What follows belongs to an exercise in optimizing a design on an open flow for small area, a short achievable clock period and few clock cycles; a production flow would make more cautious choices. At most, simulation tests tie the RTL to the original design; equivalence was not proved.

==> flow/design.v <==
module DW_div_pipe #(
    parameter a_width     = 31,
    parameter b_width     = 31,
    parameter tc_mode     = 1,
    parameter rem_mode    = 0,
    parameter num_stages  = 10,
    parameter stall_mode  = 1,
    parameter rst_mode    = 1,
    parameter op_iso_mode = 0
) (
    input                      clk,
    input                      rst_n,
    input                      en,
    input      [a_width-1:0]   a,
    input      [b_width-1:0]   b,
    output     [a_width-1:0]   quotient,
    output     [b_width-1:0]   remainder,
    output                     divide_by_0
);
localparam NS = num_stages - 1;           
localparam W  = a_width;
wire          a_neg = (tc_mode != 0) & a[a_width-1];
wire          b_neg = (tc_mode != 0) & b[b_width-1];
wire [W-1:0]       a_mag = a_neg ? (~a + 1'b1) : a;
wire [b_width-1:0] b_mag = b_neg ? (~b + 1'b1) : b;
reg [b_width:0]   r_q [0:NS-1];
reg [W-1:0]       d_q [0:NS-1];
reg [b_width-1:0] m_q [0:NS-1];
reg               n_q [0:NS-1];
genvar k;
generate
    for (k = 0; k < NS; k = k + 1) begin : g_stage
        localparam integer LO = (k * W) / NS;
        localparam integer HI = ((k + 1) * W) / NS;
        wire [b_width:0]   r_in = (k == 0) ? {(b_width+1){1'b0}} : r_q[(k == 0) ? 0 : k-1];
        wire [W-1:0]       d_in = (k == 0) ? a_mag : d_q[(k == 0) ? 0 : k-1];
        wire [b_width-1:0] m_in = (k == 0) ? b_mag : m_q[(k == 0) ? 0 : k-1];
        wire               n_in = (k == 0) ? (a_neg ^ b_neg) : n_q[(k == 0) ? 0 : k-1];
        reg  [b_width:0]   r_c;
        reg  [W-1:0]       d_c;
        integer j;
        always @(*) begin
            r_c = r_in;
            d_c = d_in;
            for (j = LO; j < HI; j = j + 1) begin
                r_c = {r_c[b_width-1:0], d_c[W-1]};
                d_c = {d_c[W-2:0], 1'b0};
                if (r_c >= {1'b0, m_in}) begin
                    r_c = r_c - {1'b0, m_in};
                    d_c[0] = 1'b1;
                end
            end
        end
        always @(posedge clk or negedge rst_n) begin
            if (!rst_n) begin
                r_q[k] <= 0;
                d_q[k] <= 0;
                m_q[k] <= 0;
                n_q[k] <= 1'b0;
            end else if (en) begin
                r_q[k] <= r_c;
                d_q[k] <= d_c;
                m_q[k] <= m_in;
                n_q[k] <= n_in;
            end
        end
    end
endgenerate
assign quotient    = n_q[NS-1] ? (~d_q[NS-1] + 1'b1) : d_q[NS-1];
assign remainder   = {b_width{1'b0}};
assign divide_by_0 = 1'b0;
endmodule
module TRIANGLE(
    input  wire        clk,
    input  wire        rst_n,
    input  wire        in_valid,
    input  wire [7:0]  in_length,
    output wire [15:0] out_cos,
    output reg         out_valid,
    output reg  [1:0]  out_tri
);
localparam [4:0] ST_A1 = 5'd2;     
localparam [4:0] ST_A2 = 5'd3;     
localparam [4:0] ST_A3 = 5'd4;     
localparam [4:0] ST_D0 = 5'd5;     
localparam [4:0] ST_L  = 5'd17;    
localparam [4:0] ST_O0 = 5'd18;
localparam [4:0] ST_O1 = 5'd19;
reg [4:0] st;
always @(posedge clk or negedge rst_n) begin
    if (!rst_n) st <= 5'd0;
    else if (st == 5'd0) st <= in_valid ? 5'd1 : 5'd0;
    else if (st == ST_O1) st <= 5'd0;
    else st <= st + 5'd1;
end
reg f_a1, f_a2, f_a3;
reg [2:0] f_acc, f_ini;
always @(posedge clk) begin
    f_a1  <= (st == ST_A1 - 5'd1);
    f_a2  <= (st == ST_A2 - 5'd1);
    f_a3  <= (st == ST_A3 - 5'd1);
    f_acc[0] <= (st >= ST_A1 - 5'd1) && (st <= ST_A3 - 5'd1);
    f_acc[1] <= (st == 5'd1) || (st == 5'd2) || (st == 5'd3);
    f_acc[2] <= (st[4:2] == 3'd0) && (st[1:0] != 2'd0);
    f_ini[0] <= (st == 5'd1);
    f_ini[1] <= (st[4:1] == 4'd0) && st[0];
    f_ini[2] <= ~(|st[4:1]) & st[0];
end
reg [7:0] la, lb, lc, ls;
always @(posedge clk) begin
    ls <= in_length;
    la <= f_a2 ? la : in_length;
    lb <= f_a2 ? lc : la;
    lc <= lb;
end
function [15:0] square8;
    input [7:0] a;
    reg [15:0] acc;
    integer i;
    begin
        acc = 16'd0;
        for (i = 0; i < 8; i = i + 1)
            acc = acc + (({8'd0, (a >> (i + 1)) & {8{a[i]}}} << (2 * i + 2))
                         | ({15'd0, a[i]} << (2 * i)));
        square8 = acc;
    end
endfunction
reg [15:0] s;
always @(posedge clk) s <= square8(ls);
wire [15:0] m = la * lb;
reg [15:0] p0, p1, p2;
wire f_ld = f_a1 | f_a2 | f_a3;
always @(posedge clk) begin
    p0 <= p2;
    p1 <= p0;
    p2 <= f_ld ? m : p1;
end
function qbit;
    input [18:0] r;
    input        n;
    begin
        qbit = n ? (r[18] | (r == 19'd0)) : ~r[18];
    end
endfunction
function [18:0] lane;    
    input [17:0] r;
    input [15:0] p;
    input        n;
    input        sub;
    input        acc;
    input        init;
    reg [18:0] a, bx, t;
    reg        ci, ad, c0;
    begin
        if (acc) begin
            a  = init ? 19'd0 : {r[17], r};
            bx = sub ? ~{3'b000, s} : {3'b000, s};
            ci = sub;
        end else begin
            a  = {r, 1'b0};
            ad = ~(qbit({r[17], r}, n) ^ n);
            bx = ad ? {2'b00, p, 1'b0} : ~{2'b00, p, 1'b0};
            ci = ~ad;
        end
        {t, c0} = {a, 1'b1} + {bx, ci};    
        lane = t;
    end
endfunction
reg signed [17:0] r0, r1, r2;
reg [12:0]        q0, q1, q2;
reg               n0, n1, n2;
wire [18:0] x0 = lane(r0, p0, n0, 1'b1, f_acc[0], f_ini[0]);
wire [18:0] x1 = lane(r1, p1, n1, 1'b0, f_acc[1], f_ini[1]);
wire [18:0] x2 = lane(r2, p2, n2, 1'b0, f_acc[2], f_ini[2]);
wire qb0 = qbit({r0[17], r0}, n0);
wire qb1 = qbit({r1[17], r1}, n1);
wire qb2 = qbit({r2[17], r2}, n2);
always @(posedge clk) begin
    r1 <= x0[17:0]; r2 <= x1[17:0]; r0 <= x2[17:0];
    q1 <= {q0[11:0], qb0};
    q2 <= {q1[11:0], qb1};
    q0 <= {q2[11:0], qb2};
    n1 <= f_a3 ? x0[18] : n0;
    n2 <= f_a3 ? x1[18] : n1;
    n0 <= f_a3 ? x2[18] : n2;
    if (st == ST_D0)
        out_tri <= (r0 == 18'sd0 || r1 == 18'sd0 || r2 == 18'sd0) ? 2'd3 :
                   (n0 | n1 | n2) ? 2'd1 : 2'd0;
end
wire [11:0] qh0 = {q0[10:0], qb0};
wire        b0  = qbit(x0, n0);
wire        lst = (st == ST_L);
wire        o0  = (st == ST_O0);
wire [12:0] qsel = o0 ? {q0[11:0], qb0} : q0;
wire        nsel = n0;
wire [15:0] negx = -{3'b0, lst ? {1'b0, qh0} : qsel};
wire [15:0] c0 = n0 ? (b0 ? {3'b111, ~qh0, 1'b1} : {negx[14:0], 1'b0})
                    : {3'b000, qh0, b0};
reg [13:0] oc;
always @(posedge clk) begin
    oc <= lst ? c0[13:0] : (nsel ? negx[13:0] : {1'b0, qsel});
end
assign out_cos = {oc[13], oc[13], oc};
always @(posedge clk or negedge rst_n) begin
    if (!rst_n) out_valid <= 1'b0;
    else out_valid <= lst | o0 | (st == ST_O1);
end
endmodule
clock: 20.0 ns
lec_check: 0
abc_area: 1
cap_margin: 20
core_margin: 2
core_utilization: 65
cts_cluster_diameter: 100
cts_cluster_size: 24
place_density: 0.75
slew_margin: 20
standard.sh (not shown) runs the stock make flow with config.mk's settings and CLKGATE_MAP_FILE= SYNTH_SCRIPT=/design/flow/synth_recipe.tcl, a recipe that flattens the netlist after the stock synthesis.
==> flow/flow/run.sh <==
#!/bin/bash
# Own layout flow: the standard flow unchanged, except that the port
# buffers that buffer_ports inserts during placement are buf_2 cells rather
# than the delay buffer it picks by default.
set -euo pipefail
export BUFFER_PORTS_ARGS="-buffer_cell sky130_fd_sc_hd__buf_2"
bash standard.sh > standard_flow.log 2>&1
Testbench counts at the start, summed over its fixed seeds: cycles 23,032.
Change:
--- a/flow/design.v
+++ b/flow/design.v
@@ -128,13 +128,12 @@
 reg [15:0] s;
 always @(posedge clk) s <= square8(ls);
 wire [15:0] m = la * lb;
 reg [15:0] p0, p1, p2;
-wire f_ld = f_a1 | f_a2 | f_a3;
-always @(posedge clk) begin
-    p0 <= p2;
-    p1 <= p0;
-    p2 <= f_ld ? m : p1;
+always @(posedge clk) begin
+    if (f_a1) p2 <= m;
+    if (f_a2) p0 <= m;
+    if (f_a3) p1 <= m;
 end
 function qbit;
     input [18:0] r;
     input        n;
@@ -166,34 +165,36 @@
         lane = t;
     end
 endfunction
 reg signed [17:0] r0, r1, r2;
-reg [12:0]        q0, q1, q2;
+reg [10:0]        q0;
+reg [11:0]        q1;
+reg [12:0]        q2;
 reg               n0, n1, n2;
-wire [18:0] x0 = lane(r0, p0, n0, 1'b1, f_acc[0], f_ini[0]);
-wire [18:0] x1 = lane(r1, p1, n1, 1'b0, f_acc[1], f_ini[1]);
-wire [18:0] x2 = lane(r2, p2, n2, 1'b0, f_acc[2], f_ini[2]);
+wire [18:0] x0 = lane(r0, p0, n0, f_a1, f_acc[0], f_ini[0]);
+wire [18:0] x1 = lane(r1, p1, n1, f_a2, f_acc[1], f_ini[1]);
+wire [18:0] x2 = lane(r2, p2, n2, f_a3, f_acc[2], f_ini[2]);
 wire qb0 = qbit({r0[17], r0}, n0);
 wire qb1 = qbit({r1[17], r1}, n1);
 wire qb2 = qbit({r2[17], r2}, n2);
 always @(posedge clk) begin
-    r1 <= x0[17:0]; r2 <= x1[17:0]; r0 <= x2[17:0];
-    q1 <= {q0[11:0], qb0};
-    q2 <= {q1[11:0], qb1};
-    q0 <= {q2[11:0], qb2};
-    n1 <= f_a3 ? x0[18] : n0;
-    n2 <= f_a3 ? x1[18] : n1;
-    n0 <= f_a3 ? x2[18] : n2;
+    r0 <= x0[17:0]; r1 <= x1[17:0]; r2 <= x2[17:0];
+    q0 <= {q0[9:0], qb0};
+    q1 <= {q1[10:0], qb1};
+    q2 <= {q2[11:0], qb2};
+    if (f_a3) begin
+        n0 <= x0[18]; n1 <= x1[18]; n2 <= x2[18];
+    end
     if (st == ST_D0)
         out_tri <= (r0 == 18'sd0 || r1 == 18'sd0 || r2 == 18'sd0) ? 2'd3 :
                    (n0 | n1 | n2) ? 2'd1 : 2'd0;
 end
-wire [11:0] qh0 = {q0[10:0], qb0};
+wire [11:0] qh0 = {q0, qb0};
 wire        b0  = qbit(x0, n0);
 wire        lst = (st == ST_L);
 wire        o0  = (st == ST_O0);
-wire [12:0] qsel = o0 ? {q0[11:0], qb0} : q0;
-wire        nsel = n0;
+wire [12:0] qsel = o0 ? {q1, qb1} : q2;
+wire        nsel = o0 ? n1 : n2;
 wire [15:0] negx = -{3'b0, lst ? {1'b0, qh0} : qsel};
 wire [15:0] c0 = n0 ? (b0 ? {3'b111, ~qh0, 1'b1} : {negx[14:0], 1'b0})
                     : {3'b000, qh0, b0};
 reg [13:0] oc;
Outcome: The new run completed without violations; flip-flop and latch count does not change; clock-buffer cell count is unchanged; routed wire length goes up by about 3.4%; worst setup slack got worse by 0.073 ns; design area increases by about 7%; critical path depth stays the same.
The RTL of the second run of this note was laid out without a check of its function.

-- separate check: timing with driven ports --
In the flow no input, the clock included, has a driving cell. The finished layouts below were timed again as built, in two steps.
Step 1, drivers: a clkbuf_16 drives clk and a buf_2 each remaining input, both assumed.
Step 2 times the ports against the registers' clock, not the clock port: input delays grow and output delays shrink by t, the midpoint of the rising clock arrivals with the driver on.
a / b / c = no drivers / after step 1 / after step 2; a / b = the first two.
| run | t (ns) | setup slack, ns | slew at the worst register clock pin (ns) |
|---|---|---|---|
| the first run | 0.522 | 15.015 / 14.967 / 15.060 | 0.10 / 0.10 |
| the second run | 0.524 | 14.942 / 14.894 / 15.000 | 0.10 / 0.10 |
After both steps every run listed still meets setup and hold.
